This design comes from an exercise in tuning for small area and a short achievable clock period on the open sky130 flow, not from production work. The RTL was checked by simulation tests, not by an equivalence proof against the original design. Power and IR drop assume default switching activity.

==> flow/config.mk <==
export PLATFORM = sky130hd
export DESIGN_NAME = bfu_dif_top
export DESIGN_NICKNAME = bfu_dif_top
export VERILOG_FILES = /design/flow/design.v
export SDC_FILE = /design/flow/constraint.sdc
export NUM_CORES = 4
export LEC_CHECK = 0
export CAP_MARGIN = 20
export CORE_MARGIN = 2
export CORE_UTILIZATION = 40
export SETUP_SLACK_MARGIN = 4.15
export SLEW_MARGIN = 20
==> flow/constraint.sdc <==
create_clock -name core_clock -period 6.5 [get_ports {clk}]
set_input_delay 1.3000 -clock core_clock [delete_from_list [all_inputs] [get_ports {clk}]]
set_output_delay 1.3000 -clock core_clock [all_outputs]
set_load 0.01 [all_outputs]
==> flow/design.v <==
module cmx_add (
    input [31:0] a,
    input [31:0] b,
    input sub_flag,
    output [31:0] c
  );
  wire signed [15:0] a_real = a[15:0];
  wire signed [15:0] a_img = a[31:16];
  wire signed [15:0] b_real = b[15:0];
  wire signed [15:0] b_img = b[31:16];
  wire [15:0] c_real = (sub_flag)? (a_real - b_real):
       a_real + b_real;
  wire [15:0] c_img = (sub_flag)? (a_img - b_img):
       a_img + b_img;
  assign c = {c_img, c_real};     
endmodule
module bfu_internal(
    input [31:0] a,
    input [31:0] b,
    output [31:0] c_plus,
    output [31:0] c_minus
  );
  cmx_add u0_cmx_add_plus(
    .a(a),
    .b(b),
    .sub_flag(1'h0),
    .c(c_plus)
  );
  cmx_add u1_cmx_add_minus(
    .a(a),
    .b(b),
    .sub_flag(1'h1),
    .c(c_minus)
  );
endmodule
module cmx_mult # (parameter AWIDTH = 16, BWIDTH = 16)
  (
    input clk,
    input reset_n,
    input signed [AWIDTH-1:0]      ar, ai,
    input signed [BWIDTH-1:0]      br, bi,
    output signed [AWIDTH+BWIDTH:0] pr, pi
  );
  reg signed [AWIDTH-1:0] ai_d, ai_dd, ai_ddd, ai_dddd   ;
  reg signed [AWIDTH-1:0] ar_d, ar_dd, ar_ddd, ar_dddd   ;
  reg signed [BWIDTH-1:0] bi_d, bi_dd, bi_ddd, br_d, br_dd, br_ddd ;
  reg signed [AWIDTH:0]  addcommon     ;
  reg signed [BWIDTH:0]  addr, addi     ;
  reg signed [AWIDTH+BWIDTH:0] mult0, multr, multi, pr_int, pi_int  ;
  reg signed [AWIDTH+BWIDTH:0] common, commonr1, commonr2   ;
  always @(posedge clk or negedge reset_n)
  begin
    if (!reset_n)
    begin
      ar_d   <= 'h0;
      ar_dd  <= 'h0;
      ai_d   <= 'h0;
      ai_dd  <= 'h0;
      br_d   <= 'h0;
      br_dd  <= 'h0;
      br_ddd <= 'h0;
      bi_d   <= 'h0;
      bi_dd  <= 'h0;
      bi_ddd <= 'h0;
    end
    else
    begin
      ar_d   <= ar;
      ar_dd  <= ar_d;
      ai_d   <= ai;
      ai_dd  <= ai_d;
      br_d   <= br;
      br_dd  <= br_d;
      br_ddd <= br_dd;
      bi_d   <= bi;
      bi_dd  <= bi_d;
      bi_ddd <= bi_dd;
    end
  end
  always @(posedge clk or negedge reset_n)
  begin
    if (!reset_n)
    begin
      addcommon <= 'h0;
      mult0     <= 'h0;
      common    <= 'h0;
    end
    else
    begin
      addcommon <= ar_d - ai_d;
      mult0     <= addcommon * bi_dd;
      common    <= mult0;
    end
  end
  always @(posedge clk or negedge reset_n)
  begin
    if (!reset_n)
    begin
      ar_ddd   <= 'h0;
      ar_dddd  <= 'h0;
      addr     <= 'h0;
      multr    <= 'h0;
      commonr1 <= 'h0;
      pr_int   <= 'h0;
    end
    else
    begin
      ar_ddd   <= ar_dd;
      ar_dddd  <= ar_ddd;
      addr     <= br_ddd - bi_ddd;
      multr    <= addr * ar_dddd;
      commonr1 <= common;
      pr_int   <= multr + commonr1;
    end
  end
  always @(posedge clk or negedge reset_n)
  begin
    if (!reset_n)
    begin
      ai_ddd   <= 'h0;
      ai_dddd  <= 'h0;
      addi     <= 'h0;
      multi    <= 'h0;
      commonr2 <= 'h0;
      pi_int   <= 'h0;
    end
    else
    begin
      ai_ddd   <= ai_dd;
      ai_dddd  <= ai_ddd;
      addi     <= br_ddd + bi_ddd;
      multi    <= addi * ai_dddd;
      commonr2 <= common;
      pi_int   <= multi + commonr2;
    end
  end
  assign pr = pr_int;
  assign pi = pi_int;
endmodule  
module delay_buffer #(
    parameter  BIT_WIDTH = 32,
    parameter  DELAY_STAGES = 6
  ) (
    input clk,
    input reset_n,
    input [BIT_WIDTH-1:0] buf_in,
    output [BIT_WIDTH-1:0] buf_out
  );
  reg [BIT_WIDTH-1:0] r_stages [0:DELAY_STAGES-1];
  integer  i;
  always @(posedge clk or negedge reset_n)
  begin
    if (!reset_n)
    begin
      for (i=0; i<DELAY_STAGES; i=i+1)
      begin
        r_stages[i] <= 'h0;
      end
    end
    else
    begin
      r_stages[0] <= buf_in;
      for (i=0; i<(DELAY_STAGES-1); i=i+1)
      begin
        r_stages[i+1] <= r_stages[i];
      end
    end
  end
  assign buf_out = r_stages[DELAY_STAGES-1];
endmodule
module rom_async (
	addr,
	data
);
	parameter WIDTH = 8;
	parameter DEPTH = 256;
	parameter INIT_F = "";
	localparam ADDRW = $clog2(DEPTH);
	input wire [ADDRW - 1:0] addr;
	output reg [WIDTH - 1:0] data;
	reg [WIDTH - 1:0] memory [0:DEPTH - 1];
	initial begin
		$readmemh("tw_rom_p_8_st_1_q_8.mem", memory);
	end
	always @(*) data = memory[addr];
endmodule
module tw_rom #(parameter ROM_DEPTH = 4,
                  parameter ROM_WIDTH = 32,
                  parameter ROM_FILE = "tw_rom.mem",
                  parameter A_WIDTH = $clog2(ROM_DEPTH)
                 ) (
                   input [A_WIDTH-1:0] addr,
                   output  signed [15:0] tw_real,
                   output  signed [15:0] tw_img
                 );
  rom_async #(
              .WIDTH(ROM_WIDTH),
              .DEPTH(ROM_DEPTH),
              .INIT_F(ROM_FILE)
            ) tw_rom(
              .addr(addr),
              .data({tw_img, tw_real})
            );
endmodule
module bfu_dif_top
  #(parameter  Q_POINT = 8,
    parameter  TW_ROM_DEPTH = 4,
    parameter ADDR_W = $clog2(TW_ROM_DEPTH),
    parameter TW_ROM_FILE = "tw_rom_p_8_st_1_q_8.mem")
   (
     input clk,
     input reset_n,
     input [31:0] a,
     input [31:0] b,
     input [ADDR_W-1:0] tw_addr,
     output [31:0] c_plus,
     output [31:0] c_minus
   );
  function [11:0] kmul;
    input k;
    input [3:0] n;
    begin
      kmul[0] = (k & ~n[3] & ~n[2] & ~n[1] & n[0]) | (k & ~n[3] & ~n[2] & n[1] & n[0]) | (k & ~n[3] & n[2] & ~n[1] & n[0]) | (k & ~n[3] & n[2] & n[1] & n[0]) | (k & n[3] & ~n[2] & ~n[1] & n[0]) | (k & n[3] & ~n[2] & n[1] & n[0]) | (k & n[3] & n[2] & ~n[1] & n[0]) | (k & n[3] & n[2] & n[1] & n[0]);
      kmul[1] = (k & ~n[3] & ~n[2] & n[1] & ~n[0]) | (k & ~n[3] & ~n[2] & n[1] & n[0]) | (k & ~n[3] & n[2] & n[1] & ~n[0]) | (k & ~n[3] & n[2] & n[1] & n[0]) | (k & n[3] & ~n[2] & n[1] & ~n[0]) | (k & n[3] & ~n[2] & n[1] & n[0]) | (k & n[3] & n[2] & n[1] & ~n[0]) | (k & n[3] & n[2] & n[1] & n[0]);
      kmul[2] = (k & ~n[3] & ~n[2] & ~n[1] & n[0]) | (k & ~n[3] & ~n[2] & n[1] & n[0]) | (k & ~n[3] & n[2] & ~n[1] & ~n[0]) | (k & ~n[3] & n[2] & n[1] & ~n[0]) | (k & n[3] & ~n[2] & ~n[1] & n[0]) | (k & n[3] & ~n[2] & n[1] & n[0]) | (k & n[3] & n[2] & ~n[1] & ~n[0]) | (k & n[3] & n[2] & n[1] & ~n[0]);
      kmul[3] = (k & ~n[3] & ~n[2] & n[1] & ~n[0]) | (k & ~n[3] & ~n[2] & n[1] & n[0]) | (k & ~n[3] & n[2] & ~n[1] & n[0]) | (k & ~n[3] & n[2] & n[1] & ~n[0]) | (k & n[3] & ~n[2] & ~n[1] & ~n[0]) | (k & n[3] & ~n[2] & ~n[1] & n[0]) | (k & n[3] & n[2] & ~n[1] & ~n[0]) | (k & n[3] & n[2] & n[1] & n[0]);
      kmul[4] = (k & ~n[3] & ~n[2] & ~n[1] & n[0]) | (k & ~n[3] & ~n[2] & n[1] & n[0]) | (k & ~n[3] & n[2] & ~n[1] & ~n[0]) | (k & ~n[3] & n[2] & n[1] & ~n[0]) | (k & ~n[3] & n[2] & n[1] & n[0]) | (k & n[3] & ~n[2] & ~n[1] & n[0]) | (k & n[3] & ~n[2] & n[1] & ~n[0]) | (k & n[3] & n[2] & ~n[1] & ~n[0]) | (k & n[3] & n[2] & ~n[1] & n[0]) | (k & n[3] & n[2] & n[1] & n[0]);
      kmul[5] = (k & ~n[3] & ~n[2] & ~n[1] & n[0]) | (k & ~n[3] & ~n[2] & n[1] & ~n[0]) | (k & ~n[3] & n[2] & n[1] & ~n[0]) | (k & ~n[3] & n[2] & n[1] & n[0]) | (k & n[3] & ~n[2] & ~n[1] & ~n[0]) | (k & n[3] & n[2] & ~n[1] & ~n[0]) | (k & n[3] & n[2] & ~n[1] & n[0]) | (k & n[3] & n[2] & n[1] & ~n[0]);
      kmul[6] = (k & ~n[3] & ~n[2] & n[1] & ~n[0]) | (k & ~n[3] & n[2] & ~n[1] & ~n[0]) | (k & ~n[3] & n[2] & n[1] & n[0]) | (k & n[3] & ~n[2] & ~n[1] & n[0]) | (k & n[3] & ~n[2] & n[1] & n[0]) | (k & n[3] & n[2] & ~n[1] & ~n[0]) | (k & n[3] & n[2] & n[1] & ~n[0]);
      kmul[7] = (k & ~n[3] & ~n[2] & ~n[1] & n[0]) | (k & ~n[3] & n[2] & ~n[1] & ~n[0]) | (k & ~n[3] & n[2] & ~n[1] & n[0]) | (k & ~n[3] & n[2] & n[1] & n[0]) | (k & n[3] & ~n[2] & ~n[1] & ~n[0]) | (k & n[3] & ~n[2] & n[1] & n[0]) | (k & n[3] & n[2] & n[1] & ~n[0]) | (k & n[3] & n[2] & n[1] & n[0]);
      kmul[8] = (~k & ~n[3] & ~n[2] & ~n[1] & n[0]) | (~k & ~n[3] & ~n[2] & n[1] & n[0]) | (~k & ~n[3] & n[2] & ~n[1] & n[0]) | (~k & ~n[3] & n[2] & n[1] & n[0]) | (~k & n[3] & ~n[2] & ~n[1] & n[0]) | (~k & n[3] & ~n[2] & n[1] & n[0]) | (~k & n[3] & n[2] & ~n[1] & n[0]) | (~k & n[3] & n[2] & n[1] & n[0]) | (k & ~n[3] & ~n[2] & n[1] & ~n[0]) | (k & ~n[3] & n[2] & ~n[1] & n[0]) | (k & n[3] & ~n[2] & ~n[1] & ~n[0]) | (k & n[3] & ~n[2] & n[1] & ~n[0]) | (k & n[3] & ~n[2] & n[1] & n[0]) | (k & n[3] & n[2] & ~n[1] & n[0]) | (k & n[3] & n[2] & n[1] & ~n[0]);
      kmul[9] = (~k & ~n[3] & ~n[2] & n[1] & ~n[0]) | (~k & ~n[3] & ~n[2] & n[1] & n[0]) | (~k & ~n[3] & n[2] & n[1] & ~n[0]) | (~k & ~n[3] & n[2] & n[1] & n[0]) | (~k & n[3] & ~n[2] & n[1] & ~n[0]) | (~k & n[3] & ~n[2] & n[1] & n[0]) | (~k & n[3] & n[2] & n[1] & ~n[0]) | (~k & n[3] & n[2] & n[1] & n[0]) | (k & ~n[3] & ~n[2] & n[1] & n[0]) | (k & ~n[3] & n[2] & ~n[1] & ~n[0]) | (k & ~n[3] & n[2] & ~n[1] & n[0]) | (k & n[3] & ~n[2] & ~n[1] & n[0]) | (k & n[3] & ~n[2] & n[1] & ~n[0]) | (k & n[3] & ~n[2] & n[1] & n[0]) | (k & n[3] & n[2] & n[1] & n[0]);
      kmul[10] = (~k & ~n[3] & n[2] & ~n[1] & ~n[0]) | (~k & ~n[3] & n[2] & ~n[1] & n[0]) | (~k & ~n[3] & n[2] & n[1] & ~n[0]) | (~k & ~n[3] & n[2] & n[1] & n[0]) | (~k & n[3] & n[2] & ~n[1] & ~n[0]) | (~k & n[3] & n[2] & ~n[1] & n[0]) | (~k & n[3] & n[2] & n[1] & ~n[0]) | (~k & n[3] & n[2] & n[1] & n[0]) | (k & ~n[3] & n[2] & n[1] & ~n[0]) | (k & ~n[3] & n[2] & n[1] & n[0]) | (k & n[3] & ~n[2] & ~n[1] & ~n[0]) | (k & n[3] & ~n[2] & ~n[1] & n[0]) | (k & n[3] & ~n[2] & n[1] & ~n[0]) | (k & n[3] & ~n[2] & n[1] & n[0]);
      kmul[11] = (~k & n[3] & ~n[2] & ~n[1] & ~n[0]) | (~k & n[3] & ~n[2] & ~n[1] & n[0]) | (~k & n[3] & ~n[2] & n[1] & ~n[0]) | (~k & n[3] & ~n[2] & n[1] & n[0]) | (~k & n[3] & n[2] & ~n[1] & ~n[0]) | (~k & n[3] & n[2] & ~n[1] & n[0]) | (~k & n[3] & n[2] & n[1] & ~n[0]) | (~k & n[3] & n[2] & n[1] & n[0]) | (k & n[3] & n[2] & ~n[1] & ~n[0]) | (k & n[3] & n[2] & ~n[1] & n[0]) | (k & n[3] & n[2] & n[1] & ~n[0]) | (k & n[3] & n[2] & n[1] & n[0]);
    end
  endfunction
  function [7:0] kmul_top;
    input k;
    input [1:0] n;
    begin
      kmul_top[0] = (k & ~n[1] & n[0]) | (k & n[1] & n[0]);
      kmul_top[1] = (k & n[1] & ~n[0]) | (k & n[1] & n[0]);
      kmul_top[2] = (k & ~n[1] & n[0]) | (k & n[1] & ~n[0]);
      kmul_top[3] = (k & n[1] & n[0]);
      kmul_top[4] = (k & ~n[1] & n[0]) | (k & n[1] & ~n[0]);
      kmul_top[5] = (k & ~n[1] & n[0]);
      kmul_top[6] = (k & n[1] & n[0]);
      kmul_top[7] = (k & ~n[1] & n[0]) | (k & n[1] & ~n[0]);
    end
  endfunction
  wire [8:0] srL = {1'b0, a[7:0]} + {1'b0, b[7:0]};
  wire [8:0] siL = {1'b0, a[23:16]} + {1'b0, b[23:16]};
  wire [8:0] ndL = {1'b0, b[7:0]} + {1'b0, ~a[7:0]} + {1'b1};
  wire [8:0] diL = {1'b0, a[23:16]} + {1'b0, ~b[23:16]} + {1'b1};
  reg [7:0] sr1, si1, nd1, di1;
  reg csr1, csi1, cnd1, cdi1;
  reg [7:0] arh1, aih1, brh1, bih1;
  reg r1_z2, r1_t3, r1_z0, r1_c;
  reg i1_nz0, i1_nz2, i1_nt3;
  reg k1;
  always @(posedge clk) begin
    sr1 <= srL[7:0]; si1 <= siL[7:0]; nd1 <= ndL[7:0]; di1 <= diL[7:0];
    csr1 <= srL[8]; csi1 <= siL[8]; cnd1 <= ndL[8]; cdi1 <= diL[8];
    arh1 <= a[15:8]; aih1 <= a[31:24]; brh1 <= b[15:8]; bih1 <= b[31:24];
    r1_z2 <= tw_addr == 2'd2; r1_t3 <= tw_addr == 2'd3; r1_z0 <= tw_addr == 2'd0; r1_c <= ~tw_addr[1];
    i1_nz0 <= tw_addr != 2'd0; i1_nz2 <= tw_addr != 2'd2; i1_nt3 <= tw_addr != 2'd3;
    k1 <= tw_addr[0];
  end
  wire [7:0] srH_a = arh1;
  wire [7:0] srH_b = brh1;
  wire srH_p0 = srH_a[0] ^ srH_b[0];
  wire srH_g0 = (srH_a[0] & srH_b[0]) | (csr1 & (srH_a[0] ^ srH_b[0]));
  wire srH_p1 = srH_a[1] ^ srH_b[1];
  wire srH_g1 = srH_a[1] & srH_b[1];
  wire srH_p2 = srH_a[2] ^ srH_b[2];
  wire srH_g2 = srH_a[2] & srH_b[2];
  wire srH_p3 = srH_a[3] ^ srH_b[3];
  wire srH_g3 = srH_a[3] & srH_b[3];
  wire srH_p4 = srH_a[4] ^ srH_b[4];
  wire srH_g4 = srH_a[4] & srH_b[4];
  wire srH_p5 = srH_a[5] ^ srH_b[5];
  wire srH_g5 = srH_a[5] & srH_b[5];
  wire srH_p6 = srH_a[6] ^ srH_b[6];
  wire srH_g6 = srH_a[6] & srH_b[6];
  wire srH_p7 = srH_a[7] ^ srH_b[7];
  wire srH_g7 = srH_a[7] & srH_b[7];
  wire srH_U0_1 = srH_g1 | (srH_p1 & srH_g0);
  wire srH_V0_1 = srH_p1 & srH_p0;
  wire srH_U0_3 = srH_g3 | (srH_p3 & srH_g2);
  wire srH_V0_3 = srH_p3 & srH_p2;
  wire srH_U0_5 = srH_g5 | (srH_p5 & srH_g4);
  wire srH_V0_5 = srH_p5 & srH_p4;
  wire srH_U0_7 = srH_g7 | (srH_p7 & srH_g6);
  wire srH_V0_7 = srH_p7 & srH_p6;
  wire srH_U1_3 = srH_U0_3 | (srH_V0_3 & srH_U0_1);
  wire srH_V1_3 = srH_V0_3 & srH_V0_1;
  wire srH_U1_7 = srH_U0_7 | (srH_V0_7 & srH_U0_5);
  wire srH_V1_7 = srH_V0_7 & srH_V0_5;
  wire srH_U2_7 = srH_U1_7 | (srH_V1_7 & srH_U1_3);
  wire srH_V2_7 = srH_V1_7 & srH_V1_3;
  wire srH_D4_5 = srH_U0_5 | (srH_V0_5 & srH_U1_3);
  wire srH_E4_5 = srH_V0_5 & srH_V1_3;
  wire srH_D5_2 = srH_g2 | (srH_p2 & srH_U0_1);
  wire srH_E5_2 = srH_p2 & srH_V0_1;
  wire srH_D5_4 = srH_g4 | (srH_p4 & srH_U1_3);
  wire srH_E5_4 = srH_p4 & srH_V1_3;
  wire srH_D5_6 = srH_g6 | (srH_p6 & srH_D4_5);
  wire srH_E5_6 = srH_p6 & srH_E4_5;
  wire srH_s0 = srH_p0 ^ csr1;
  wire srH_s1 = srH_p1 ^ srH_g0;
  wire srH_s2 = srH_p2 ^ srH_U0_1;
  wire srH_s3 = srH_p3 ^ srH_D5_2;
  wire srH_s4 = srH_p4 ^ srH_U1_3;
  wire srH_s5 = srH_p5 ^ srH_D5_4;
  wire srH_s6 = srH_p6 ^ srH_D4_5;
  wire srH_s7 = srH_p7 ^ srH_D5_6;
  wire [7:0] srH = {srH_s7, srH_s6, srH_s5, srH_s4, srH_s3, srH_s2, srH_s1, srH_s0};
  wire srH_co = srH_U2_7;
  wire [7:0] siH_a = aih1;
  wire [7:0] siH_b = bih1;
  wire siH_p0 = siH_a[0] ^ siH_b[0];
  wire siH_g0 = (siH_a[0] & siH_b[0]) | (csi1 & (siH_a[0] ^ siH_b[0]));
  wire siH_p1 = siH_a[1] ^ siH_b[1];
  wire siH_g1 = siH_a[1] & siH_b[1];
  wire siH_p2 = siH_a[2] ^ siH_b[2];
  wire siH_g2 = siH_a[2] & siH_b[2];
  wire siH_p3 = siH_a[3] ^ siH_b[3];
  wire siH_g3 = siH_a[3] & siH_b[3];
  wire siH_p4 = siH_a[4] ^ siH_b[4];
  wire siH_g4 = siH_a[4] & siH_b[4];
  wire siH_p5 = siH_a[5] ^ siH_b[5];
  wire siH_g5 = siH_a[5] & siH_b[5];
  wire siH_p6 = siH_a[6] ^ siH_b[6];
  wire siH_g6 = siH_a[6] & siH_b[6];
  wire siH_p7 = siH_a[7] ^ siH_b[7];
  wire siH_g7 = siH_a[7] & siH_b[7];
  wire siH_U0_1 = siH_g1 | (siH_p1 & siH_g0);
  wire siH_V0_1 = siH_p1 & siH_p0;
  wire siH_U0_3 = siH_g3 | (siH_p3 & siH_g2);
  wire siH_V0_3 = siH_p3 & siH_p2;
  wire siH_U0_5 = siH_g5 | (siH_p5 & siH_g4);
  wire siH_V0_5 = siH_p5 & siH_p4;
  wire siH_U0_7 = siH_g7 | (siH_p7 & siH_g6);
  wire siH_V0_7 = siH_p7 & siH_p6;
  wire siH_U1_3 = siH_U0_3 | (siH_V0_3 & siH_U0_1);
  wire siH_V1_3 = siH_V0_3 & siH_V0_1;
  wire siH_U1_7 = siH_U0_7 | (siH_V0_7 & siH_U0_5);
  wire siH_V1_7 = siH_V0_7 & siH_V0_5;
  wire siH_U2_7 = siH_U1_7 | (siH_V1_7 & siH_U1_3);
  wire siH_V2_7 = siH_V1_7 & siH_V1_3;
  wire siH_D4_5 = siH_U0_5 | (siH_V0_5 & siH_U1_3);
  wire siH_E4_5 = siH_V0_5 & siH_V1_3;
  wire siH_D5_2 = siH_g2 | (siH_p2 & siH_U0_1);
  wire siH_E5_2 = siH_p2 & siH_V0_1;
  wire siH_D5_4 = siH_g4 | (siH_p4 & siH_U1_3);
  wire siH_E5_4 = siH_p4 & siH_V1_3;
  wire siH_D5_6 = siH_g6 | (siH_p6 & siH_D4_5);
  wire siH_E5_6 = siH_p6 & siH_E4_5;
  wire siH_s0 = siH_p0 ^ csi1;
  wire siH_s1 = siH_p1 ^ siH_g0;
  wire siH_s2 = siH_p2 ^ siH_U0_1;
  wire siH_s3 = siH_p3 ^ siH_D5_2;
  wire siH_s4 = siH_p4 ^ siH_U1_3;
  wire siH_s5 = siH_p5 ^ siH_D5_4;
  wire siH_s6 = siH_p6 ^ siH_D4_5;
  wire siH_s7 = siH_p7 ^ siH_D5_6;
  wire [7:0] siH = {siH_s7, siH_s6, siH_s5, siH_s4, siH_s3, siH_s2, siH_s1, siH_s0};
  wire siH_co = siH_U2_7;
  wire [7:0] ndH_a = brh1;
  wire [7:0] ndH_b = ~arh1;
  wire ndH_p0 = ndH_a[0] ^ ndH_b[0];
  wire ndH_g0 = (ndH_a[0] & ndH_b[0]) | (cnd1 & (ndH_a[0] ^ ndH_b[0]));
  wire ndH_p1 = ndH_a[1] ^ ndH_b[1];
  wire ndH_g1 = ndH_a[1] & ndH_b[1];
  wire ndH_p2 = ndH_a[2] ^ ndH_b[2];
  wire ndH_g2 = ndH_a[2] & ndH_b[2];
  wire ndH_p3 = ndH_a[3] ^ ndH_b[3];
  wire ndH_g3 = ndH_a[3] & ndH_b[3];
  wire ndH_p4 = ndH_a[4] ^ ndH_b[4];
  wire ndH_g4 = ndH_a[4] & ndH_b[4];
  wire ndH_p5 = ndH_a[5] ^ ndH_b[5];
  wire ndH_g5 = ndH_a[5] & ndH_b[5];
  wire ndH_p6 = ndH_a[6] ^ ndH_b[6];
  wire ndH_g6 = ndH_a[6] & ndH_b[6];
  wire ndH_p7 = ndH_a[7] ^ ndH_b[7];
  wire ndH_g7 = ndH_a[7] & ndH_b[7];
  wire ndH_U0_1 = ndH_g1 | (ndH_p1 & ndH_g0);
  wire ndH_V0_1 = ndH_p1 & ndH_p0;
  wire ndH_U0_3 = ndH_g3 | (ndH_p3 & ndH_g2);
  wire ndH_V0_3 = ndH_p3 & ndH_p2;
  wire ndH_U0_5 = ndH_g5 | (ndH_p5 & ndH_g4);
  wire ndH_V0_5 = ndH_p5 & ndH_p4;
  wire ndH_U0_7 = ndH_g7 | (ndH_p7 & ndH_g6);
  wire ndH_V0_7 = ndH_p7 & ndH_p6;
  wire ndH_U1_3 = ndH_U0_3 | (ndH_V0_3 & ndH_U0_1);
  wire ndH_V1_3 = ndH_V0_3 & ndH_V0_1;
  wire ndH_U1_7 = ndH_U0_7 | (ndH_V0_7 & ndH_U0_5);
  wire ndH_V1_7 = ndH_V0_7 & ndH_V0_5;
  wire ndH_U2_7 = ndH_U1_7 | (ndH_V1_7 & ndH_U1_3);
  wire ndH_V2_7 = ndH_V1_7 & ndH_V1_3;
  wire ndH_D4_5 = ndH_U0_5 | (ndH_V0_5 & ndH_U1_3);
  wire ndH_E4_5 = ndH_V0_5 & ndH_V1_3;
  wire ndH_D5_2 = ndH_g2 | (ndH_p2 & ndH_U0_1);
  wire ndH_E5_2 = ndH_p2 & ndH_V0_1;
  wire ndH_D5_4 = ndH_g4 | (ndH_p4 & ndH_U1_3);
  wire ndH_E5_4 = ndH_p4 & ndH_V1_3;
  wire ndH_D5_6 = ndH_g6 | (ndH_p6 & ndH_D4_5);
  wire ndH_E5_6 = ndH_p6 & ndH_E4_5;
  wire ndH_s0 = ndH_p0 ^ cnd1;
  wire ndH_s1 = ndH_p1 ^ ndH_g0;
  wire ndH_s2 = ndH_p2 ^ ndH_U0_1;
  wire ndH_s3 = ndH_p3 ^ ndH_D5_2;
  wire ndH_s4 = ndH_p4 ^ ndH_U1_3;
  wire ndH_s5 = ndH_p5 ^ ndH_D5_4;
  wire ndH_s6 = ndH_p6 ^ ndH_D4_5;
  wire ndH_s7 = ndH_p7 ^ ndH_D5_6;
  wire [7:0] ndH = {ndH_s7, ndH_s6, ndH_s5, ndH_s4, ndH_s3, ndH_s2, ndH_s1, ndH_s0};
  wire ndH_co = ndH_U2_7;
  wire [7:0] diH_a = aih1;
  wire [7:0] diH_b = ~bih1;
  wire diH_p0 = diH_a[0] ^ diH_b[0];
  wire diH_g0 = (diH_a[0] & diH_b[0]) | (cdi1 & (diH_a[0] ^ diH_b[0]));
  wire diH_p1 = diH_a[1] ^ diH_b[1];
  wire diH_g1 = diH_a[1] & diH_b[1];
  wire diH_p2 = diH_a[2] ^ diH_b[2];
  wire diH_g2 = diH_a[2] & diH_b[2];
  wire diH_p3 = diH_a[3] ^ diH_b[3];
  wire diH_g3 = diH_a[3] & diH_b[3];
  wire diH_p4 = diH_a[4] ^ diH_b[4];
  wire diH_g4 = diH_a[4] & diH_b[4];
  wire diH_p5 = diH_a[5] ^ diH_b[5];
  wire diH_g5 = diH_a[5] & diH_b[5];
  wire diH_p6 = diH_a[6] ^ diH_b[6];
  wire diH_g6 = diH_a[6] & diH_b[6];
  wire diH_p7 = diH_a[7] ^ diH_b[7];
  wire diH_g7 = diH_a[7] & diH_b[7];
  wire diH_U0_1 = diH_g1 | (diH_p1 & diH_g0);
  wire diH_V0_1 = diH_p1 & diH_p0;
  wire diH_U0_3 = diH_g3 | (diH_p3 & diH_g2);
  wire diH_V0_3 = diH_p3 & diH_p2;
  wire diH_U0_5 = diH_g5 | (diH_p5 & diH_g4);
  wire diH_V0_5 = diH_p5 & diH_p4;
  wire diH_U0_7 = diH_g7 | (diH_p7 & diH_g6);
  wire diH_V0_7 = diH_p7 & diH_p6;
  wire diH_U1_3 = diH_U0_3 | (diH_V0_3 & diH_U0_1);
  wire diH_V1_3 = diH_V0_3 & diH_V0_1;
  wire diH_U1_7 = diH_U0_7 | (diH_V0_7 & diH_U0_5);
  wire diH_V1_7 = diH_V0_7 & diH_V0_5;
  wire diH_U2_7 = diH_U1_7 | (diH_V1_7 & diH_U1_3);
  wire diH_V2_7 = diH_V1_7 & diH_V1_3;
  wire diH_D4_5 = diH_U0_5 | (diH_V0_5 & diH_U1_3);
  wire diH_E4_5 = diH_V0_5 & diH_V1_3;
  wire diH_D5_2 = diH_g2 | (diH_p2 & diH_U0_1);
  wire diH_E5_2 = diH_p2 & diH_V0_1;
  wire diH_D5_4 = diH_g4 | (diH_p4 & diH_U1_3);
  wire diH_E5_4 = diH_p4 & diH_V1_3;
  wire diH_D5_6 = diH_g6 | (diH_p6 & diH_D4_5);
  wire diH_E5_6 = diH_p6 & diH_E4_5;
  wire diH_s0 = diH_p0 ^ cdi1;
  wire diH_s1 = diH_p1 ^ diH_g0;
  wire diH_s2 = diH_p2 ^ diH_U0_1;
  wire diH_s3 = diH_p3 ^ diH_D5_2;
  wire diH_s4 = diH_p4 ^ diH_U1_3;
  wire diH_s5 = diH_p5 ^ diH_D5_4;
  wire diH_s6 = diH_p6 ^ diH_D4_5;
  wire diH_s7 = diH_p7 ^ diH_D5_6;
  wire [7:0] diH = {diH_s7, diH_s6, diH_s5, diH_s4, diH_s3, diH_s2, diH_s1, diH_s0};
  wire diH_co = diH_U2_7;
  wire [7:0] xrL = r1_z2 ? 8'd0 : (r1_t3 ? nd1 : ~nd1);
  wire [7:0] yrL = r1_z0 ? 8'd0 : di1;
  wire [7:0] xiL = i1_nz0 ? nd1 : 8'd0;
  wire [7:0] yiL = i1_nz2 ? (i1_nt3 ? di1 : ~di1) : 8'd0;
  wire [8:0] urL = {1'b0, xrL} + {1'b0, yrL} + {r1_c};
  wire [8:0] uiL = {1'b0, xiL} + {1'b0, yiL} + {~i1_nt3};
  reg [31:0] p2;
  reg [7:0] ndh2, dih2, url2, uil2;
  reg cur2, cui2, ndz2;
  reg r2_z2, r2_t3, r2_z0;
  reg i2_nz0, i2_nz2, i2_nt3;
  reg k2, nk2;
  always @(posedge clk) begin
    p2 <= {siH, si1, srH, sr1};
    ndh2 <= ndH; dih2 <= diH;
    url2 <= urL[7:0]; uil2 <= uiL[7:0]; cur2 <= urL[8]; cui2 <= uiL[8];
    ndz2 <= nd1 != 8'd0;
    r2_z2 <= r1_z2; r2_t3 <= r1_t3; r2_z0 <= r1_z0;
    i2_nz0 <= i1_nz0; i2_nz2 <= i1_nz2; i2_nt3 <= i1_nt3;
    k2 <= k1; nk2 <= ~k1;
  end
  wire nd_neg = ndh2[7] & (ndh2[6:0] != 7'd0 | ndz2);
  wire [9:0] ndxH = {{2{nd_neg}}, ndh2};
  wire [9:0] dixH = {{2{dih2[7]}}, dih2};
  wire [9:0] xrH = r2_z2 ? 10'd0 : (r2_t3 ? ndxH : ~ndxH);
  wire [9:0] yrH = r2_z0 ? 10'd0 : dixH;
  wire [9:0] xiH = i2_nz0 ? ndxH : 10'd0;
  wire [9:0] yiH = i2_nz2 ? (i2_nt3 ? dixH : ~dixH) : 10'd0;
  wire [10:0] urH = {1'b0, xrH} + {1'b0, yrH} + {cur2};
  wire [10:0] uiH = {1'b0, xiH} + {1'b0, yiH} + {cui2};
  wire [11:0] rlo_t0 = kmul(k2, url2[3:0]), rlo_t1 = kmul(k2, url2[7:4]);
  wire [11:0] ilo_t0 = kmul(~nk2, uil2[3:0]), ilo_t1 = kmul(~nk2, uil2[7:4]);
  wire [4:0] rlo_c = {1'b0, rlo_t0[7:4]} + {1'b0, rlo_t1[3:0]};
  wire [4:0] ilo_c = {1'b0, ilo_t0[7:4]} + {1'b0, ilo_t1[3:0]};
  reg [31:0] p3;
  reg [9:0] urh3, uih3;
  reg [3:0] rt03, it03;
  reg [7:0] rt13, it13;
  reg rqc3, iqc3;
  reg k3, nk3;
  always @(posedge clk) begin
    p3 <= p2;
    urh3 <= urH[9:0]; uih3 <= uiH[9:0];
    rt03 <= rlo_t0[11:8]; rt13 <= rlo_t1[11:4];
    it03 <= ilo_t0[11:8]; it13 <= ilo_t1[11:4];
    rqc3 <= rlo_c[4]; iqc3 <= ilo_c[4];
    k3 <= k2; nk3 <= nk2;
  end
  reg [31:0] p4;
  reg [9:0] urh4, uih4;
  reg [7:0] rq4, iq4;
  reg k4, nk4;
  always @(posedge clk) begin
    p4 <= p3;
    urh4 <= urh3; uih4 <= uih3;
    rq4 <= rt13 + {4'd0, rt03} + {7'd0, rqc3}; iq4 <= it13 + {4'd0, it03} + {7'd0, iqc3};
    k4 <= k3; nk4 <= nk3;
  end
  wire [11:0] rT2 = kmul(k4, urh4[3:0]), rT3 = kmul(k4, urh4[7:4]);
  wire [7:0] rT4 = kmul_top(k4, urh4[9:8]);
  wire rb_cs0 = rq4[0] ^ rT2[0] ^ 1'b0;
  wire rb_cc0 = (rq4[0] & rT2[0]) | (rq4[0] & 1'b0) | (rT2[0] & 1'b0);
  wire rb_cs1 = rq4[1] ^ rT2[1] ^ 1'b0;
  wire rb_cc1 = (rq4[1] & rT2[1]) | (rq4[1] & 1'b0) | (rT2[1] & 1'b0);
  wire rb_cs2 = rq4[2] ^ rT2[2] ^ 1'b0;
  wire rb_cc2 = (rq4[2] & rT2[2]) | (rq4[2] & 1'b0) | (rT2[2] & 1'b0);
  wire rb_cs3 = rq4[3] ^ rT2[3] ^ 1'b0;
  wire rb_cc3 = (rq4[3] & rT2[3]) | (rq4[3] & 1'b0) | (rT2[3] & 1'b0);
  wire rb_cs4 = rq4[4] ^ rT2[4] ^ rT3[0];
  wire rb_cc4 = (rq4[4] & rT2[4]) | (rq4[4] & rT3[0]) | (rT2[4] & rT3[0]);
  wire rb_cs5 = rq4[5] ^ rT2[5] ^ rT3[1];
  wire rb_cc5 = (rq4[5] & rT2[5]) | (rq4[5] & rT3[1]) | (rT2[5] & rT3[1]);
  wire rb_cs6 = rq4[6] ^ rT2[6] ^ rT3[2];
  wire rb_cc6 = (rq4[6] & rT2[6]) | (rq4[6] & rT3[2]) | (rT2[6] & rT3[2]);
  wire rb_cs7 = rq4[7] ^ rT2[7] ^ rT3[3];
  wire rb_cc7 = (rq4[7] & rT2[7]) | (rq4[7] & rT3[3]) | (rT2[7] & rT3[3]);
  wire [7:0] rbS = {rb_cs7, rb_cs6, rb_cs5, rb_cs4, rb_cs3, rb_cs2, rb_cs1, rb_cs0};
  wire [7:0] rbC = {rb_cc6, rb_cc5, rb_cc4, rb_cc3, rb_cc2, rb_cc1, rb_cc0, 1'b0};
  wire [8:0] rsb = {1'b0, rbS} + {1'b0, rbC};
  wire [7:0] rsbv = rsb[7:0];
  wire rcba = rsb[8], rcbb = rb_cc7;
  wire rc_cs0 = rT2[8] ^ rT3[4] ^ rT4[0];
  wire rc_cc0 = (rT2[8] & rT3[4]) | (rT2[8] & rT4[0]) | (rT3[4] & rT4[0]);
  wire rc_cs1 = rT2[9] ^ rT3[5] ^ rT4[1];
  wire rc_cc1 = (rT2[9] & rT3[5]) | (rT2[9] & rT4[1]) | (rT3[5] & rT4[1]);
  wire rc_cs2 = rT2[10] ^ rT3[6] ^ rT4[2];
  wire rc_cc2 = (rT2[10] & rT3[6]) | (rT2[10] & rT4[2]) | (rT3[6] & rT4[2]);
  wire rc_cs3 = rT2[11] ^ rT3[7] ^ rT4[3];
  wire rc_cc3 = (rT2[11] & rT3[7]) | (rT2[11] & rT4[3]) | (rT3[7] & rT4[3]);
  wire rc_cs4 = 1'b0 ^ rT3[8] ^ rT4[4];
  wire rc_cc4 = (1'b0 & rT3[8]) | (1'b0 & rT4[4]) | (rT3[8] & rT4[4]);
  wire rc_cs5 = 1'b0 ^ rT3[9] ^ rT4[5];
  wire rc_cc5 = (1'b0 & rT3[9]) | (1'b0 & rT4[5]) | (rT3[9] & rT4[5]);
  wire rc_cs6 = 1'b0 ^ rT3[10] ^ rT4[6];
  wire rc_cc6 = (1'b0 & rT3[10]) | (1'b0 & rT4[6]) | (rT3[10] & rT4[6]);
  wire rc_cs7 = 1'b0 ^ rT3[11] ^ rT4[7];
  wire rc_cc7 = (1'b0 & rT3[11]) | (1'b0 & rT4[7]) | (rT3[11] & rT4[7]);
  wire [7:0] rcS = {rc_cs7, rc_cs6, rc_cs5, rc_cs4, rc_cs3, rc_cs2, rc_cs1, rc_cs0};
  wire [6:0] rcC = {rc_cc6, rc_cc5, rc_cc4, rc_cc3, rc_cc2, rc_cc1, rc_cc0};
  wire [11:0] iT2 = kmul(~nk4, uih4[3:0]), iT3 = kmul(~nk4, uih4[7:4]);
  wire [7:0] iT4 = kmul_top(~nk4, uih4[9:8]);
  wire ib_cs0 = iq4[0] ^ iT2[0] ^ 1'b0;
  wire ib_cc0 = (iq4[0] & iT2[0]) | (iq4[0] & 1'b0) | (iT2[0] & 1'b0);
  wire ib_cs1 = iq4[1] ^ iT2[1] ^ 1'b0;
  wire ib_cc1 = (iq4[1] & iT2[1]) | (iq4[1] & 1'b0) | (iT2[1] & 1'b0);
  wire ib_cs2 = iq4[2] ^ iT2[2] ^ 1'b0;
  wire ib_cc2 = (iq4[2] & iT2[2]) | (iq4[2] & 1'b0) | (iT2[2] & 1'b0);
  wire ib_cs3 = iq4[3] ^ iT2[3] ^ 1'b0;
  wire ib_cc3 = (iq4[3] & iT2[3]) | (iq4[3] & 1'b0) | (iT2[3] & 1'b0);
  wire ib_cs4 = iq4[4] ^ iT2[4] ^ iT3[0];
  wire ib_cc4 = (iq4[4] & iT2[4]) | (iq4[4] & iT3[0]) | (iT2[4] & iT3[0]);
  wire ib_cs5 = iq4[5] ^ iT2[5] ^ iT3[1];
  wire ib_cc5 = (iq4[5] & iT2[5]) | (iq4[5] & iT3[1]) | (iT2[5] & iT3[1]);
  wire ib_cs6 = iq4[6] ^ iT2[6] ^ iT3[2];
  wire ib_cc6 = (iq4[6] & iT2[6]) | (iq4[6] & iT3[2]) | (iT2[6] & iT3[2]);
  wire ib_cs7 = iq4[7] ^ iT2[7] ^ iT3[3];
  wire ib_cc7 = (iq4[7] & iT2[7]) | (iq4[7] & iT3[3]) | (iT2[7] & iT3[3]);
  wire [7:0] ibS = {ib_cs7, ib_cs6, ib_cs5, ib_cs4, ib_cs3, ib_cs2, ib_cs1, ib_cs0};
  wire [7:0] ibC = {ib_cc6, ib_cc5, ib_cc4, ib_cc3, ib_cc2, ib_cc1, ib_cc0, 1'b0};
  wire [8:0] isb = {1'b0, ibS} + {1'b0, ibC};
  wire [7:0] isbv = isb[7:0];
  wire icba = isb[8], icbb = ib_cc7;
  wire ic_cs0 = iT2[8] ^ iT3[4] ^ iT4[0];
  wire ic_cc0 = (iT2[8] & iT3[4]) | (iT2[8] & iT4[0]) | (iT3[4] & iT4[0]);
  wire ic_cs1 = iT2[9] ^ iT3[5] ^ iT4[1];
  wire ic_cc1 = (iT2[9] & iT3[5]) | (iT2[9] & iT4[1]) | (iT3[5] & iT4[1]);
  wire ic_cs2 = iT2[10] ^ iT3[6] ^ iT4[2];
  wire ic_cc2 = (iT2[10] & iT3[6]) | (iT2[10] & iT4[2]) | (iT3[6] & iT4[2]);
  wire ic_cs3 = iT2[11] ^ iT3[7] ^ iT4[3];
  wire ic_cc3 = (iT2[11] & iT3[7]) | (iT2[11] & iT4[3]) | (iT3[7] & iT4[3]);
  wire ic_cs4 = 1'b0 ^ iT3[8] ^ iT4[4];
  wire ic_cc4 = (1'b0 & iT3[8]) | (1'b0 & iT4[4]) | (iT3[8] & iT4[4]);
  wire ic_cs5 = 1'b0 ^ iT3[9] ^ iT4[5];
  wire ic_cc5 = (1'b0 & iT3[9]) | (1'b0 & iT4[5]) | (iT3[9] & iT4[5]);
  wire ic_cs6 = 1'b0 ^ iT3[10] ^ iT4[6];
  wire ic_cc6 = (1'b0 & iT3[10]) | (1'b0 & iT4[6]) | (iT3[10] & iT4[6]);
  wire ic_cs7 = 1'b0 ^ iT3[11] ^ iT4[7];
  wire ic_cc7 = (1'b0 & iT3[11]) | (1'b0 & iT4[7]) | (iT3[11] & iT4[7]);
  wire [7:0] icS = {ic_cs7, ic_cs6, ic_cs5, ic_cs4, ic_cs3, ic_cs2, ic_cs1, ic_cs0};
  wire [6:0] icC = {ic_cc6, ic_cc5, ic_cc4, ic_cc3, ic_cc2, ic_cc1, ic_cc0};
  reg [31:0] p5;
  reg [7:0] rb5, ib5, rs5, is5;
  reg [6:0] rk5, ik5;
  reg rc5a, rc5b, ic5a, ic5b;
  always @(posedge clk) begin
    p5 <= p4;
    rb5 <= rsbv; ib5 <= isbv; rs5 <= rcS; is5 <= icS; rk5 <= rcC; ik5 <= icC;
    rc5a <= rcba; rc5b <= rcbb; ic5a <= icba; ic5b <= icbb;
  end
  wire [7:0] rfin_a = rs5;
  wire [7:0] rfin_b = {rk5, rc5a};
  wire rfin_p0 = rfin_a[0] ^ rfin_b[0];
  wire rfin_g0 = (rfin_a[0] & rfin_b[0]) | (rc5b & (rfin_a[0] ^ rfin_b[0]));
  wire rfin_p1 = rfin_a[1] ^ rfin_b[1];
  wire rfin_g1 = rfin_a[1] & rfin_b[1];
  wire rfin_p2 = rfin_a[2] ^ rfin_b[2];
  wire rfin_g2 = rfin_a[2] & rfin_b[2];
  wire rfin_p3 = rfin_a[3] ^ rfin_b[3];
  wire rfin_g3 = rfin_a[3] & rfin_b[3];
  wire rfin_p4 = rfin_a[4] ^ rfin_b[4];
  wire rfin_g4 = rfin_a[4] & rfin_b[4];
  wire rfin_p5 = rfin_a[5] ^ rfin_b[5];
  wire rfin_g5 = rfin_a[5] & rfin_b[5];
  wire rfin_p6 = rfin_a[6] ^ rfin_b[6];
  wire rfin_g6 = rfin_a[6] & rfin_b[6];
  wire rfin_p7 = rfin_a[7] ^ rfin_b[7];
  wire rfin_g7 = rfin_a[7] & rfin_b[7];
  wire rfin_U0_1 = rfin_g1 | (rfin_p1 & rfin_g0);
  wire rfin_V0_1 = rfin_p1 & rfin_p0;
  wire rfin_U0_3 = rfin_g3 | (rfin_p3 & rfin_g2);
  wire rfin_V0_3 = rfin_p3 & rfin_p2;
  wire rfin_U0_5 = rfin_g5 | (rfin_p5 & rfin_g4);
  wire rfin_V0_5 = rfin_p5 & rfin_p4;
  wire rfin_U0_7 = rfin_g7 | (rfin_p7 & rfin_g6);
  wire rfin_V0_7 = rfin_p7 & rfin_p6;
  wire rfin_U1_3 = rfin_U0_3 | (rfin_V0_3 & rfin_U0_1);
  wire rfin_V1_3 = rfin_V0_3 & rfin_V0_1;
  wire rfin_U1_7 = rfin_U0_7 | (rfin_V0_7 & rfin_U0_5);
  wire rfin_V1_7 = rfin_V0_7 & rfin_V0_5;
  wire rfin_U2_7 = rfin_U1_7 | (rfin_V1_7 & rfin_U1_3);
  wire rfin_V2_7 = rfin_V1_7 & rfin_V1_3;
  wire rfin_D4_5 = rfin_U0_5 | (rfin_V0_5 & rfin_U1_3);
  wire rfin_E4_5 = rfin_V0_5 & rfin_V1_3;
  wire rfin_D5_2 = rfin_g2 | (rfin_p2 & rfin_U0_1);
  wire rfin_E5_2 = rfin_p2 & rfin_V0_1;
  wire rfin_D5_4 = rfin_g4 | (rfin_p4 & rfin_U1_3);
  wire rfin_E5_4 = rfin_p4 & rfin_V1_3;
  wire rfin_D5_6 = rfin_g6 | (rfin_p6 & rfin_D4_5);
  wire rfin_E5_6 = rfin_p6 & rfin_E4_5;
  wire rfin_s0 = rfin_p0 ^ rc5b;
  wire rfin_s1 = rfin_p1 ^ rfin_g0;
  wire rfin_s2 = rfin_p2 ^ rfin_U0_1;
  wire rfin_s3 = rfin_p3 ^ rfin_D5_2;
  wire rfin_s4 = rfin_p4 ^ rfin_U1_3;
  wire rfin_s5 = rfin_p5 ^ rfin_D5_4;
  wire rfin_s6 = rfin_p6 ^ rfin_D4_5;
  wire rfin_s7 = rfin_p7 ^ rfin_D5_6;
  wire [7:0] rfin = {rfin_s7, rfin_s6, rfin_s5, rfin_s4, rfin_s3, rfin_s2, rfin_s1, rfin_s0};
  wire rfin_co = rfin_U2_7;
  wire [7:0] ifin_a = is5;
  wire [7:0] ifin_b = {ik5, ic5a};
  wire ifin_p0 = ifin_a[0] ^ ifin_b[0];
  wire ifin_g0 = (ifin_a[0] & ifin_b[0]) | (ic5b & (ifin_a[0] ^ ifin_b[0]));
  wire ifin_p1 = ifin_a[1] ^ ifin_b[1];
  wire ifin_g1 = ifin_a[1] & ifin_b[1];
  wire ifin_p2 = ifin_a[2] ^ ifin_b[2];
  wire ifin_g2 = ifin_a[2] & ifin_b[2];
  wire ifin_p3 = ifin_a[3] ^ ifin_b[3];
  wire ifin_g3 = ifin_a[3] & ifin_b[3];
  wire ifin_p4 = ifin_a[4] ^ ifin_b[4];
  wire ifin_g4 = ifin_a[4] & ifin_b[4];
  wire ifin_p5 = ifin_a[5] ^ ifin_b[5];
  wire ifin_g5 = ifin_a[5] & ifin_b[5];
  wire ifin_p6 = ifin_a[6] ^ ifin_b[6];
  wire ifin_g6 = ifin_a[6] & ifin_b[6];
  wire ifin_p7 = ifin_a[7] ^ ifin_b[7];
  wire ifin_g7 = ifin_a[7] & ifin_b[7];
  wire ifin_U0_1 = ifin_g1 | (ifin_p1 & ifin_g0);
  wire ifin_V0_1 = ifin_p1 & ifin_p0;
  wire ifin_U0_3 = ifin_g3 | (ifin_p3 & ifin_g2);
  wire ifin_V0_3 = ifin_p3 & ifin_p2;
  wire ifin_U0_5 = ifin_g5 | (ifin_p5 & ifin_g4);
  wire ifin_V0_5 = ifin_p5 & ifin_p4;
  wire ifin_U0_7 = ifin_g7 | (ifin_p7 & ifin_g6);
  wire ifin_V0_7 = ifin_p7 & ifin_p6;
  wire ifin_U1_3 = ifin_U0_3 | (ifin_V0_3 & ifin_U0_1);
  wire ifin_V1_3 = ifin_V0_3 & ifin_V0_1;
  wire ifin_U1_7 = ifin_U0_7 | (ifin_V0_7 & ifin_U0_5);
  wire ifin_V1_7 = ifin_V0_7 & ifin_V0_5;
  wire ifin_U2_7 = ifin_U1_7 | (ifin_V1_7 & ifin_U1_3);
  wire ifin_V2_7 = ifin_V1_7 & ifin_V1_3;
  wire ifin_D4_5 = ifin_U0_5 | (ifin_V0_5 & ifin_U1_3);
  wire ifin_E4_5 = ifin_V0_5 & ifin_V1_3;
  wire ifin_D5_2 = ifin_g2 | (ifin_p2 & ifin_U0_1);
  wire ifin_E5_2 = ifin_p2 & ifin_V0_1;
  wire ifin_D5_4 = ifin_g4 | (ifin_p4 & ifin_U1_3);
  wire ifin_E5_4 = ifin_p4 & ifin_V1_3;
  wire ifin_D5_6 = ifin_g6 | (ifin_p6 & ifin_D4_5);
  wire ifin_E5_6 = ifin_p6 & ifin_E4_5;
  wire ifin_s0 = ifin_p0 ^ ic5b;
  wire ifin_s1 = ifin_p1 ^ ifin_g0;
  wire ifin_s2 = ifin_p2 ^ ifin_U0_1;
  wire ifin_s3 = ifin_p3 ^ ifin_D5_2;
  wire ifin_s4 = ifin_p4 ^ ifin_U1_3;
  wire ifin_s5 = ifin_p5 ^ ifin_D5_4;
  wire ifin_s6 = ifin_p6 ^ ifin_D4_5;
  wire ifin_s7 = ifin_p7 ^ ifin_D5_6;
  wire [7:0] ifin = {ifin_s7, ifin_s6, ifin_s5, ifin_s4, ifin_s3, ifin_s2, ifin_s1, ifin_s0};
  wire ifin_co = ifin_U2_7;
  reg [31:0] p6, m6;
  always @(posedge clk) begin
    p6 <= p5;
    m6 <= {ifin, ib5, rfin, rb5};
  end
  assign c_plus = p6;
  assign c_minus = m6;
endmodule
==> flow/tw_rom_p_8_st_1_q_8.mem <==
00000100
FF4B00B5
FF000000
FF4BFF4B
==> flow/flow/run.sh <==
#!/bin/bash
# Standard layout, with the ports buffered by buf_2 cells instead of the
# cell buffer_ports picks by default, and a clock tree with larger sink
# clusters and no dummy loads. Each ORFS step logs under orfs/logs/.
set -euo pipefail
bash standard.sh BUFFER_PORTS_ARGS="-buffer_cell sky130_fd_sc_hd__buf_2" \
  CTS_ARGS="-sink_clustering_enable -repair_clock_nets -dont_use_dummy_load -sink_clustering_size 30 -sink_clustering_max_diameter 80" \
  finish > standard.log 2>&1
==> flow/standard.sh <==
#!/bin/bash
# synth_recipe.tcl (not shown) runs the flow's synth.tcl, then flattens the netlist and writes it again
# the make line also repeats each setting of config.mk as NAME=value (left out here)
make -C /OpenROAD-flow-scripts/flow DESIGN_CONFIG=/design/flow/config.mk WORK_HOME=/design/flow/orfs CLKGATE_MAP_FILE= SYNTH_SCRIPT=/design/flow/synth_recipe.tcl "${@:-finish}"
==> out/qor.json, run 1 <==
{
  "maxCapViolCount": 0,
  "synth.cells.most_frequent": "dfxtp_1, inv_1, ha_1, nor2_1, nand2_1",
  "vias": 10900,
  "final.setup.worst_slack_ns": 4.03,
  "cts_max_level": 1,
  "pwr-share-comb": 0.401,
  "worst_r2r_path_depth": 10,
  "timing.setup.tns_ns": 0,
  "global_route.usage.total": 0.132,
  "power.sequential.fraction": 0.450,
  "critPathLaunchType": "flop",
  "clk_transition_reported_paths_ns": 0.10,
  "postSynth.asyncResetShare": 0,
  "cts-hold-fix-buffers": 0,
  "synth_top_cell_area_share": 0.507,
  "clkLatencyLatePin_ns": 0.57,
  "drt_first_pass_iters": 5,
  "detail-route-antenna-nets": 0,
  "post_synthesis_register_bit_count": 445,
  "floorplan.die.width_um": 214,
  "synth.top_cells.by_area": "dfxtp_1, ha_1, fa_1",
  "placed_cells": 2336,
  "p_sw_frac": 0.344,
  "cts.root.buffer_cell": "clkbuf_16",
  "setup_viols_final": 0,
  "die_area_sq_um": 45700,
  "design.core.area_sq_um": 43300,
  "leakage_nw": 9.25,
  "status": "complete, no violations",
  "grt.overflow.total": 0,
  "hold_slack_ns": 0.282,
  "floorplan.rows": 76,
  "fin_cells": 2398,
  "first_global_vias": 10700,
  "layout.nets": 2072,
  "timing.critical_path.arrival_ns": 2.92,
  "net-switching-power_mw": 3.27,
  "antenna_found_initial": 2,
  "clock_power_share": 0.149,
  "worst_path_max_delay_cell": "fa_1",
  "hold-path-cell-count": 0,
  "synth.largest_area_cell": "dfxtp_1",
  "fmax_mhz": 405,
  "headroom_to_the_max_slew_limit": 0.501,
  "synth_edf_count": 0,
  "period_utilization_post_route": 0.380,
  "crit_path_cells": "buf_4, nor2b_4, xor2_1, nor2_1, a211o_1, fa_1, inv_1, ha_1, a21o_1, a21o_1",
  "routed_wire_length_per_instance_um": 12.4,
  "timing_hold_violations_final": 0,
  "critPathTopFamily": "adder cells",
  "drcViolationCount": 0,
  "tritoncts": "done",
  "worst_path_required_time_ns": 6.95,
  "cts_max_path_buffers": 3,
  "hp-class": "reg2reg",
  "initial_core_util": 0.406,
  "yosysWarnings": 1,
  "syn-num-nets": 1931,
  "area_growth_pct": 16.1,
  "hpwlAfterDp_mm": 22.2,
  "worst_slew_pin_slew_ns": 0.730,
  "yosys_most_used_dff": "dfxtp_1",
  "place.port_buffers": 130,
  "ios": 132,
  "p_per_area_nw_per_um2": 465,
  "final_layout_size_suffix_gt1_frac": 0.189,
  "cts_inserted_buffers": 23,
  "routed_wl_mm": 29.8,
  "max-vdd-ir-drop_mv": 0.238,
  "final_design_area_no_fill_sq_um": 20400,
  "preCtsSetupSlack_ns": 3.41,
  "critPathMaxFanout": 7,
  "count_of_distinct_cell_types_in_the_synthesized_netlist": 58,
  "largest_net_degree_at_the_start_of_global_routing": 31,
  "skew_ns": 0.0597,
  "synth_area_sq_um": 17600,
  "drt-vias-per-instance": 4.54,
  "cp_dominant_cell_by_count": "a21o_1",
  "clock-sinks": 445,
  "cp_num_cells": 10,
  "timing_max_transition_violations_final": 0,
  "syn_inst": 1673,
  "grt_pass1_wl_mm": 49.7,
  "synth_seq_area_share": 0.507,
  "timing.setup.critical_path_class": "reg2reg",
  "cp_slowest_stage_delay_ns": 0.51,
  "cell_internal_pwr_mw": 6.24,
  "fin_crit_ns": 2.47,
  "initialDrtViolationCount": 463,
  "cell_area_after_placement_sq_um": 19100,
  "rsz0062_at_grt": "true",
  "endpoint_kind": "flop",
  "postSynthAreaPerCell_sq_um": 10.5,
  "yosys.cell_count.top_type": "dfxtp_1",
  "worst-path-buf-inv": 2,
  "chipHeight_um": 214,
  "gp_congestion": 0.827
}
[registers in the layout, indices dropped and copies added (netlist names), 10 cells and up]
| name | flops |
|---|---|
| p6 | 32 |
| m6 | 32 |
| p3 | 32 |
| p2 | 32 |
| urh3 | 10 |
| p5 | 32 |
| p4 | 32 |
| urh4 | 10 |
| uih4 | 10 |
| uih3 | 10 |
[metrics by stage]
step	power (mW)	utilization
after floorplan	6.82	-
after global placement	7.59	0.441
after detailed placement	7.67	0.441
after CTS	9.40	0.464
after global routing	10.4	0.472
final	9.50	0.472
[cell families after synthesis]
logic type	after synthesis	synth area share
and+or+nand+nor	401	0.109
xor gates and xnor gates	144	0.0717
muxes	3	0.00178
adders and majority gates	191	0.163
buffers and inverters	205	0.0461
AOI/OAI and AO/OA	284	0.101
DFF	445	0.507
[final timing paths]
| kind | start | to | slack (ns) |
|---|---|---|---|
| worst max-delay path | uih4[3]$_DFF_P_ | ic5a$_DFF_P_ | 4.03 |
| worst min-delay path | p4[24]$_DFF_P_ | p5[24]$_DFF_P_ | 0.28 |
| worst max register to register | uih4[3]$_DFF_P_ | ic5a$_DFF_P_ | 4.03 |
| worst min register to register | p4[24]$_DFF_P_ | p5[24]$_DFF_P_ | 0.28 |
[cell usage in the layout (no fill, tap or decap), types with 46 or more instances in the layout]
master,instances
a21oi_1,72
xor2_1,52
xnor2_1,88
o21ai_0,60
fa_1,46
inv_1,138
dfxtp_1,401
buf_2,108
nor2_1,120
ha_1,107
nand2_1,94
[layout make-up]
class / instances / area [sq um]
fill: 3976 / 22800
sequential: 445 / 9000
multi-input combinational: 1023 / 8400
timing repair buffer: 168 / 1080
tap: 585 / 732
inverter: 153 / 624
clock buffer: 23 / 576
antenna: 1 / 2.50
[power by group through the flow]
| stage | Sequential [mW] | Clock (mW) | Combinational, mW |
|---|---|---|---|
| 2_1_floorplan | 4.05 | 0 | 2.77 |
| 3_3_place_gp | 4.32 | 0 | 3.27 |
| 3_5_place_dp | 4.34 | 0 | 3.32 |
| 4_1_cts | 4.27 | 1.49 | 3.63 |
| 5_1_grt | 4.40 | 1.59 | 4.37 |
| 6_report | 4.27 | 1.42 | 3.81 |
[worst reg2reg max path, stage by stage (launching register included)]
cell and delay [ns]:
dfxtp_4 0.39, buf_4 0.14, nor2b_4 0.14, xor2_1 0.15
nor2_1 0.05, a211o_1 0.28, fa_1 0.51, inv_1 0.04
ha_1 0.31, a21o_1 0.17, a21o_1 0.18
[per-layer routing]
layer | vias to the layer above | track usage | share of wire | wire length, um
met4 | 2 | 0.0390 | 0.019 | 579
met2 | 181 | 0.218 | 0.46 | 13700
met1 | 4972 | 0.174 | 0.47 | 13900
met3 | 41 | 0.0264 | 0.050 | 1500
li1 | 5679 | - | - | -
met5 | - | 0 | 0.00024 | 7
[timing repair]
action                                  CTS  global route
resized for setup                        68            73
pin swaps                                11            20
endpoints found under the setup margin   43            55
setup buffers                            29             9
==> inputs of run 2 (changes only) <==
--- a/flow/config.mk
+++ b/flow/config.mk
@@ -8,5 +8,5 @@
 export CAP_MARGIN = 20
 export CORE_MARGIN = 2
 export CORE_UTILIZATION = 40
-export SETUP_SLACK_MARGIN = 4.15
+export SETUP_SLACK_MARGIN = 4.0
 export SLEW_MARGIN = 20
==> out/qor.json, run 2 <==
{
  "headroom_to_the_max_slew_limit": {"value": 0.579, "change": "+0.0788"},
  "floorplan.die.width": {"value": 214, "unit": "um", "change": "unchanged"},
  "cts_max_level": {"value": 1, "change": "unchanged"},
  "layout.cells.most_common": "dfxtp_1",
  "max-vdd-ir-drop": {"value": 0.240, "unit": "mV", "change": "+0.76%"},
  "maxCapViolCount": {"value": 0, "change": "unchanged"},
  "worst_slew_pin_slew": {"value": 0.615, "unit": "ns", "change": "-0.115 ns"},
  "gp_congestion": {"value": 0.835, "change": "+0.88%"},
  "yosys.cell_count.top_type": "dfxtp_1",
  "initial_core_util": {"value": 0.406, "change": "unchanged"},
  "area_growth_pct": 12.2,
  "hold_start": "uih3[0]$_DFF_P_",
  "die_area": {"value": 45700, "unit": "sq um", "change": "unchanged"},
  "postSynthAreaPerCell": {"value": 10.5, "unit": "sq um", "change": "unchanged"},
  "endpoint_kind": "flop",
  "yosys_most_used_dff": "dfxtp_1",
  "p_per_area": {"value": 465, "unit": "nW/um^2", "change": "about the same"},
  "clock-sinks": {"value": 445, "change": "unchanged"},
  "synth_top_cell_area_share": {"value": 0.507, "change": "unchanged"},
  "timing.critical_path.arrival": {"value": 2.93, "unit": "ns", "change": "about the same"},
  "postLayoutCoreUtil": {"value": 0.456, "change": "-0.0159"},
  "status": "complete, no violations",
  "synth_area": {"value": 17600, "unit": "sq um", "change": "unchanged"},
  "syn-num-nets": {"value": 1931, "change": "unchanged"},
  "cts.root.buffer_cell": "clkbuf_16",
  "rsz0062_at_grt": "true",
  "count_of_distinct_cell_types_in_the_synthesized_netlist": {"value": 58, "change": "unchanged"},
  "timing_hold_violations_final": {"value": 0, "change": "unchanged"},
  "detail-route-antenna-nets": {"value": 0, "change": "unchanged"},
  "synth.top_cells.by_area": "dfxtp_1, ha_1, fa_1",
  "leakage": {"value": 9.03, "unit": "nW", "change": "-2.4%"},
  "rr_endpoint": "ic5a$_DFF_P_",
  "largest_net_degree_at_the_start_of_global_routing": {"value": 34, "change": "+9.7%"},
  "cts_max_path_buffers": {"value": 3, "change": "unchanged"},
  "drcViolationCount": {"value": 0, "change": "unchanged"},
  "vias": {"value": 10700, "change": "-1.2%"},
  "rrSetupSlack": {"value": 4.00, "unit": "ns", "change": "-0.03 ns"},
  "antenna_found_initial": {"value": 2, "change": "unchanged"},
  "period_utilization_post_route": {"value": 0.384, "change": "+0.00415"},
  "setup_viols_final": {"value": 0, "change": "unchanged"},
  "global_route.usage.total": {"value": 0.129, "change": "-0.00211"},
  "layout.cells.most_common_list": "dfxtp_1, inv_1, buf_2",
  "clkLatencyLatePin": {"value": 0.57, "unit": "ns", "change": "about the same"},
  "critPathLaunchType": "flop",
  "post_synthesis_register_bit_count": {"value": 445, "change": "unchanged"},
  "timing_max_transition_violations_final": {"value": 0, "change": "unchanged"},
  "synth_edf_count": {"value": 0, "change": "unchanged"},
  "hold-path-cell-count": {"value": 0, "change": "unchanged"},
  "floorplan.rows": {"value": 76, "change": "unchanged"},
  "synth.cells.most_frequent": "dfxtp_1, inv_1, ha_1, nor2_1, nand2_1",
  "initialDrtViolationCount": {"value": 427, "change": "-7.8%"},
  "worstHoldEndpoint": "uih4[0]$_DFF_P_",
  "critPathMaxFanout": {"value": 6, "change": "-1"},
  "totalPowerFinal": {"value": 9.18, "unit": "mW", "change": "-3.4%"},
  "postSynth.asyncResetShare": {"value": 0, "change": "unchanged"},
  "syn_inst": {"value": 1673, "change": "unchanged"},
  "timing.setup.tns": {"value": 0, "unit": "ns", "change": "unchanged"},
  "rr_startpoint": "uih4[3]$_DFF_P_",
  "hpwlAfterDp": {"value": 22.2, "unit": "mm", "change": "about the same"},
  "synth_seq_area_share": {"value": 0.507, "change": "unchanged"},
  "clk_transition_reported_paths": {"value": 0.10, "unit": "ns", "change": "about the same"},
  "layout.nets": {"value": 2046, "change": "-1.3%"},
  "yosysWarnings": {"value": 1, "change": "unchanged"},
  "fin_crit": {"value": 2.50, "unit": "ns", "change": "+0.0270 ns"},
  "routed_wire_length_per_instance": {"value": 12.4, "unit": "um", "change": "-0.15%"},
  "fmax": {"value": 401, "unit": "MHz", "change": "-1.1%"},
  "ios": {"value": 132, "change": "unchanged"},
  "hp-class": "reg2reg",
  "worst_r2r_path_depth": {"value": 9, "change": "-1"},
  "tritoncts": "done",
  "drt-vias-per-instance": {"value": 4.53, "change": "-0.16%"},
  "cts_inserted_buffers": {"value": 23, "change": "unchanged"},
  "final_layout_size_suffix_gt1_frac": {"value": 0.131, "change": "-0.0577"},
  "chipHeight": {"value": 214, "unit": "um", "change": "unchanged"},
  "place.port_buffers": {"value": 130, "change": "unchanged"},
  "skew": {"value": 0.0575, "unit": "ns", "change": "-0.00220 ns"},
  "grt_pass1_wl": {"value": 48.8, "unit": "mm", "change": "-1.8%"},
  "synth.largest_area_cell": "dfxtp_1",
  "timing.setup.critical_path_class": "reg2reg",
  "drt_first_pass_iters": {"value": 7, "change": "+2"},
  "routed_wl": {"value": 29.4, "unit": "mm", "change": "-1.2%"},
  "hold_slack": {"value": 0.296, "unit": "ns", "change": "+0.0147 ns"},
  "first_global_vias": {"value": 10400, "change": "-2.9%"},
  "design.core.area": {"value": 43300, "unit": "sq um", "change": "unchanged"},
  "worst_path_required_time": {"value": 6.93, "unit": "ns", "change": "-0.02 ns"},
  "grt.overflow.total": {"value": 0, "change": "unchanged"}
}
-- run 2: area by class of cell --
type | instances | area, sq um
antenna | 1 | 2.50
clock buffer | 23 | 576
fill | 4046 | 23500
inverter | 153 | 603
multi-input combinational | 1023 | 8120
sequential | 445 | 8960
tap | 585 | 732
timing repair buffer | 142 | 741
-- run 2: critical path, cell delays in order, from the launching register on --
cell	delay, ns
dfxtp_4	0.39
nand2b_4	0.15
a21o_1	0.19
a2111oi_4	0.31
fa_1	0.52
ha_4	0.28
nand2_1	0.06
o211ai_1	0.12
a21o_1	0.18
a21o_1	0.18
-- run 2: metal layers --
| metal | part of all wire | global-route usage |
|---|---|---|
| met1 | 0.48 | 0.172 |
| met2 | 0.46 | 0.216 |
| met3 | 0.043 | 0.0237 |
| met4 | 0.022 | 0.0371 |
| met5 | 0.00048 | 0 |
-- run 2: worst max path at each step --
stage | startpoint | end | slack [ns] | cells past startpoint
2_1_floorplan | uih4[3]$_DFF_P_ | ic5a$_DFF_P_ | 3.98 | 10
3_3_place_gp | k4$_DFF_P_ | rb5[7]$_DFF_P_ | 3.47 | 9
3_5_place_dp | nk4$_DFF_P_ | ib5[7]$_DFF_P_ | 3.47 | 9
4_1_cts | uih4[3]$_DFF_P_ | ib5[7]$_DFF_P_ | 3.96 | 12
5_1_grt | uih4[2]$_DFF_P_ | ic5a$_DFF_P_ | 3.89 | 10
6_report | uih4[3]$_DFF_P_ | ic5a$_DFF_P_ | 4.00 | 9
-- run 2: timing repair --
action | in CTS | in global routing
gates resized for setup | 31 | 23
setup buffers | 5 | 7
hold buffers | 0 | 0
setup endpoints to repair | 15 | 12
pin swaps | 4 | 14
-- run 2: kinds of logic after synthesis --
group / after synthesis / share of synthesized area
AND/OR/NAND/NOR: 401 / 0.109
multiplexers: 3 / 0.00178
flip-flops: 445 / 0.507
XOR/XNOR: 144 / 0.0717
AO/OA/AOI/OAI: 284 / 0.101
adder cells (fa/ha/maj): 191 / 0.163
buffers and inverters: 205 / 0.0461
-- run 2: power by group --
group          switching [mW]  leakage (nW)  internal, mW  total (mW)
logic                    1.79          5.00          1.71        3.49
registers               0.601          3.75          3.66        4.26
clock network           0.797         0.283         0.631        1.43
total                    3.19          9.03          6.00        9.18
-- run 2: per-stage QoR --
stage	instance area (sq um)	std cells	setup WS, ns
6_report	19700	2372	4.00
4_1_cts	19600	2364	3.96
2_1_floorplan	17700	1673	3.98
3_3_place_gp	18900	2336	3.47
3_5_place_dp	18900	2336	3.47
5_1_grt	19700	2372	3.89

## static timing again, ports no longer ideal
The flow's constraints put no driver on any port. The routed layouts listed below were extracted and timed again, unchanged, in two steps. Step 1 sets driving cells, clkbuf_16 on the clock port and buf_2 on the other inputs (assumed; they add their load-dependent delay and slew). Step 2 also shifts input and output timing later by t, the mid clock arrival at the registers, as if the neighbouring blocks saw the same clock. Slacks: ideal ports / drivers / drivers and shift; pairs: ideal ports / drivers.
run	shift t [ns]	setup WS [ns]	latest minus earliest clock arrival (ns)
run 1	0.596	4.030 / 4.030 / 3.667	0.062 / 0.062
run 2	0.597	4.003 / 4.003 / 3.608	0.058 / 0.057
After both steps every run listed still meets setup and hold. For run 2, which loses most, drivers alone change the setup slack by 0.000 ns; drivers and shift together by -0.395 ns.
